This design comes from an exercise in tuning for small area and a short achievable clock period on the open sky130 flow, not from production work. Function was checked by simulation only, so behaviour that the tests miss may differ from the original.

## elidon_core
module elidon_core(
  input         clock,
  input         reset,
  output [15:0] imem_addr,
  input  [15:0] imem_rdata,
  output [15:0] dmem_addr,
  output        dmem_read,
  output        dmem_write,
  output [15:0] dmem_wdata,
  input  [15:0] dmem_rdata
);
  reg  [15:0] pc2;
  reg  [15:0] f_ins;
  reg  [15:0] f_rA;
  reg  [15:0] f_rB;
  reg         f_hitA;
  reg         f_hitB;
  reg  [15:0] w_last;
  reg  [255:0] rf;
  reg  [15:0] d_ins;
  reg  [15:0] d_rs1;
  reg  [15:0] d_rs2;
  reg  [15:0] d_tgt;
  reg         d_jmp;
  reg         d_bez;
  reg         d_jr;
  reg         d_z;
  reg  [7:0] d_rem;
  reg  [7:0] d_qhi;
  reg  [7:0] d_alo;
  reg  [15:0] d_ub;
  reg         d_sa;
  reg         d_sb;
  reg  [17:0] d_t3;
  reg  [15:0] e_res;
  reg         e_neg;
  reg  [15:0] e_rdsv;
  reg         e_wb;
  reg         e_st;
  reg         e_ld;
  reg  [15:0] m_wv;
  wire [3:0]  op = d_ins[15:12];
  wire        op_c = op == 4'hc;
  wire        op_d = op == 4'hd;
  wire        op_e = op == 4'he;
  wire        op_f = op == 4'hf;
  wire        br_en = d_jmp | (d_bez & d_z);
  wire [15:0] br_pc = d_jr ? d_rs1 : d_tgt;
  assign imem_addr = br_en ? br_pc : pc2;
  always @(posedge clock) begin
    if (reset) pc2 <= 16'h0;
    else pc2 <= imem_addr + 16'h2;
    f_ins <= imem_rdata;
  end
  wire [3:0]  f_op = f_ins[15:12];
  wire [3:0]  ra = imem_rdata[15] ? imem_rdata[7:4] : imem_rdata[11:8];
  wire [3:0]  rb = imem_rdata[3:0];
  wire [15:0] rA = f_hitA ? w_last : f_rA;
  wire [15:0] rB = f_hitB ? w_last : f_rB;
  wire [15:0] wb_data = e_ld ? dmem_rdata : m_wv;
  wire [3:0]  wb_addr = e_rdsv[3:0];
  wire        wb_en = e_ld | e_wb;
  ...
Size in the first run: ~510 flip-flops, roughly 37000 um^2 of cells after synthesis.
clock: 32.0 ns
lec_check: 0
abc_area: 1
cap_margin: 20
core_margin: 2
core_utilization: 40
cts_buf_list: sky130_fd_sc_hd__clkbuf_4 sky130_fd_sc_hd__clkbuf_8
cts_cluster_size: 30
slew_margin: 20
standard.sh (not shown) runs the stock make flow with config.mk's settings and CLKGATE_MAP_FILE= SYNTH_SCRIPT=/design/flow/synth_recipe.tcl, a recipe that flattens the netlist after the stock synthesis.
==> flow/flow/run.sh <==
#!/bin/bash
set -euo pipefail
cd "$(dirname "$0")/.."
bash standard.sh SETUP_SLACK_MARGIN=23 "BUFFER_PORTS_ARGS=-buffer_cell sky130_fd_sc_hd__buf_4" finish > standard_flow.log 2>&1
Rerun with:
==> flow/flow/run.sh (replaced) <==
#!/bin/bash
set -euo pipefail
cd "$(dirname "$0")/.."
bash standard.sh SETUP_SLACK_MARGIN=22 finish > standard_flow.log 2>&1
Result:
- first-iteration DRC count went down by 10%
- wire length went down by 6.5%
- worst setup slack gains 130 ps
- via count went down by 5.1%
- design area went down by 7.0%
- area after synthesis does not change
- die area is unchanged
- cell count went down by 3.1%
- critical path depth went down by 51

* * *

== wip/yarrow ==
elidon_core, a different RTL version from the one above (not shown whole).
Size: roughly 3,500 cells after synthesis, roughly 510 flip-flops, ~84 I/O pins, ~36,000 sq um of cells after synthesis.
clock: 32.0 ns
lec_check: 0
cap_margin: 20
core_margin: 2
core_utilization: 60
slew_margin: 20
==> flow/flow/run.sh <==
#!/bin/bash
set -euo pipefail
cd "$(dirname "$0")/.."
bash standard.sh SETUP_SLACK_MARGIN=22 finish > standard_flow.log 2>&1
wip/yarrow was carried through to the last stage, and its layout satisfied the timing, design-rule and antenna checks.
Relative to wip/yarrow, the following input files were edited for wip/ember:
# wip/yarrow
export LEC_CHECK = 0
export CAP_MARGIN = 20
export CORE_MARGIN = 2
export CORE_UTILIZATION = 60
export SLEW_MARGIN = 20
create_clock -name core_clock -period 32.0 [get_ports {clock}]
# wip/ember
export LEC_CHECK = 0
export CAP_MARGIN = 20
export CORE_MARGIN = 2
export CORE_UTILIZATION = 40
export SLEW_MARGIN = 20
create_clock -name core_clock -period 32.0 [get_ports {clock}]
==> flow/flow/run.sh <==
#!/bin/bash
set -euo pipefail
cd "$(dirname "$0")/.."
bash standard.sh SETUP_SLACK_MARGIN=20 finish > standard_flow.log 2>&1
==> results.txt <==
Required time of the worst setup path: wip/ember and wip/yarrow compared, lower one is wip/yarrow
Cell count of wip/ember exceeds that of wip/yarrow by a few percent.
Share of the clock period used by the worst path (wip/ember over wip/yarrow): increase, 3.5 points
Going from wip/yarrow to wip/ember, area fraction of clock buffers and clock inverters rose by 0.57 points; delay of the slowest critical-path stage rose by 0.18 ns; design area fell by about 3.6%; sequential share of layout area rose by 1.1 points.
Comparing wip/yarrow against wip/ember, there is no change at all in synthesized cell count.
For wip/onyx, these inputs were changed with respect to wip/ember:
# wip/ember
export LEC_CHECK = 0
export CAP_MARGIN = 20
export CORE_MARGIN = 2
export CORE_UTILIZATION = 40
export SLEW_MARGIN = 20
create_clock -name core_clock -period 32.0 [get_ports {clock}]
# wip/onyx
export LEC_CHECK = 0
export CAP_MARGIN = 20
export CORE_MARGIN = 2
export CORE_UTILIZATION = 60
export CTS_BUF_LIST = sky130_fd_sc_hd__clkbuf_4 sky130_fd_sc_hd__clkbuf_8
export CTS_CLUSTER_SIZE = 30
export SLEW_MARGIN = 20
create_clock -name core_clock -period 32.0 [get_ports {clock}]
==> flow/flow/run.sh <==
#!/bin/bash
set -euo pipefail
cd "$(dirname "$0")/.."
bash standard.sh SETUP_SLACK_MARGIN=22 finish > standard_flow.log 2>&1
==> results.txt <==
The flow did not stop early for wip/onyx: all stages ran, and the layout cleared the timing, design-rule and antenna checks. When wip/onyx is measured against wip/ember, its critical path depth in cells turns out 6 lower. Number of placement rows is lower on wip/onyx. The uppermost metal layer occupied by signal nets comes out met4 in one run and met5 in the other, namely in wip/onyx and wip/ember respectively.
## Diff of input files: wip/tundra against wip/onyx
# wip/onyx
export LEC_CHECK = 0
export CAP_MARGIN = 20
export CORE_MARGIN = 2
export CORE_UTILIZATION = 60
export CTS_BUF_LIST = sky130_fd_sc_hd__clkbuf_4 sky130_fd_sc_hd__clkbuf_8
export CTS_CLUSTER_SIZE = 30
export SLEW_MARGIN = 20
create_clock -name core_clock -period 32.0 [get_ports {clock}]
# wip/tundra
export LEC_CHECK = 0
export CAP_MARGIN = 20
export CORE_MARGIN = 2
export CORE_UTILIZATION = 40
export SLEW_MARGIN = 20
export TNS_END_PERCENT = 5
create_clock -name core_clock -period 32.0 [get_ports {clock}]
[summary]
What wip/tundra reported for average wire per cell in the routed design has to be multiplied by 1.08 to get the figure for wip/onyx. Sort wip/tundra and wip/onyx by number of logic stages on the critical path including buffering asc -> top: wip/onyx. Non-clock buffer count ended up 3.2% higher on wip/tundra than on wip/onyx.
Setup changes, wip/tundra to wip/delta
# wip/tundra
export LEC_CHECK = 0
export CAP_MARGIN = 20
export CORE_MARGIN = 2
export CORE_UTILIZATION = 40
export SLEW_MARGIN = 20
export TNS_END_PERCENT = 5
create_clock -name core_clock -period 32.0 [get_ports {clock}]
# wip/delta
export LEC_CHECK = 0
export ABC_AREA = 1
export CAP_MARGIN = 20
export CORE_MARGIN = 2
export CORE_UTILIZATION = 40
export CTS_BUF_LIST = sky130_fd_sc_hd__clkbuf_4 sky130_fd_sc_hd__clkbuf_8
export CTS_CLUSTER_SIZE = 30
export SLEW_MARGIN = 20
create_clock -name core_clock -period 32.0 [get_ports {clock}]
Results
Status: starting utilization of the core area parity (wip/delta, wip/tundra)
wip/delta vs. wip/tundra: core utilization saw a decrease; detailed route wirelength on metal2 saw an increase; worst clock skew saw an increase.
Diff wip/tundra -> wip/delta: total non-filler cell area in the finished layout went down, number of clock buffers inserted by TritonCTS saw an increase.
Lower area share of buffers outside the clock network goes to wip/delta over wip/tundra.
wip/delta against wip/tundra: critical path depth -42, post-route fraction of the period consumed by the critical path down 1.0 points.
A type of the worst setup path of reg2reg is what wip/tundra shows, while reg2out belongs to wip/delta.
#### Input delta (wip/lagoon over wip/delta)
# wip/delta
export LEC_CHECK = 0
export ABC_AREA = 1
export CAP_MARGIN = 20
export CORE_MARGIN = 2
export CORE_UTILIZATION = 40
export CTS_BUF_LIST = sky130_fd_sc_hd__clkbuf_4 sky130_fd_sc_hd__clkbuf_8
export CTS_CLUSTER_SIZE = 30
export SLEW_MARGIN = 20
create_clock -name core_clock -period 32.0 [get_ports {clock}]
# wip/lagoon
export LEC_CHECK = 0
export CAP_MARGIN = 20
export CORE_MARGIN = 2
export CORE_UTILIZATION = 40
export SLEW_MARGIN = 20
create_clock -name core_clock -period 32.0 [get_ports {clock}]
## What came out
Total track usage, wip/delta and wip/lagoon, higher one = wip/delta. What wip/delta reported for global-route wire length before repair has to be multiplied by 0.870 to get the figure for wip/lagoon. Looking at worst-case setup margin in the final layout across both flows, wip/lagoon is the weaker of the two, with wip/delta ahead. Relative to wip/delta, clock-cell share of area increased by 0.24 points in wip/lagoon.

## afterwards: timing with drivers on the ports
How much do the figures lean on ideal ports? The routed layouts below were timed once more, with nothing changed but the port constraints.
Step 1 assumes that a clkbuf_16 drives the clock port and a buf_2 every other input.
Step 2 also shifts input and output timing later by t, the mid clock arrival at the registers, as if the neighbouring blocks saw the same clock.
Three values: ideal ports, drivers, drivers and shift; two values: the first two.
run	t, ns	slack for setup (ns)	cell pins on the clock port's net
the first run of note 1	0.780	22.338 / 22.338 / 22.338	1
the second run of note 1	0.782	22.468 / 22.407 / 21.878	1
wip/yarrow	0.666	21.792 / 21.792 / 21.792	1
wip/ember	0.681	20.657 / 20.657 / 20.657	1
wip/onyx	0.720	21.950 / 21.950 / 21.894	1
wip/tundra	0.684	21.942 / 21.942 / 21.866	1
wip/delta	0.766	22.278 / 22.211 / 21.612	1
wip/lagoon	0.676	21.952 / 21.952 / 21.912	1
After both steps every run listed still meets setup and hold. The setup slack of wip/delta, which loses most, moves by -0.067 ns with the drivers and by -0.666 ns with both steps.
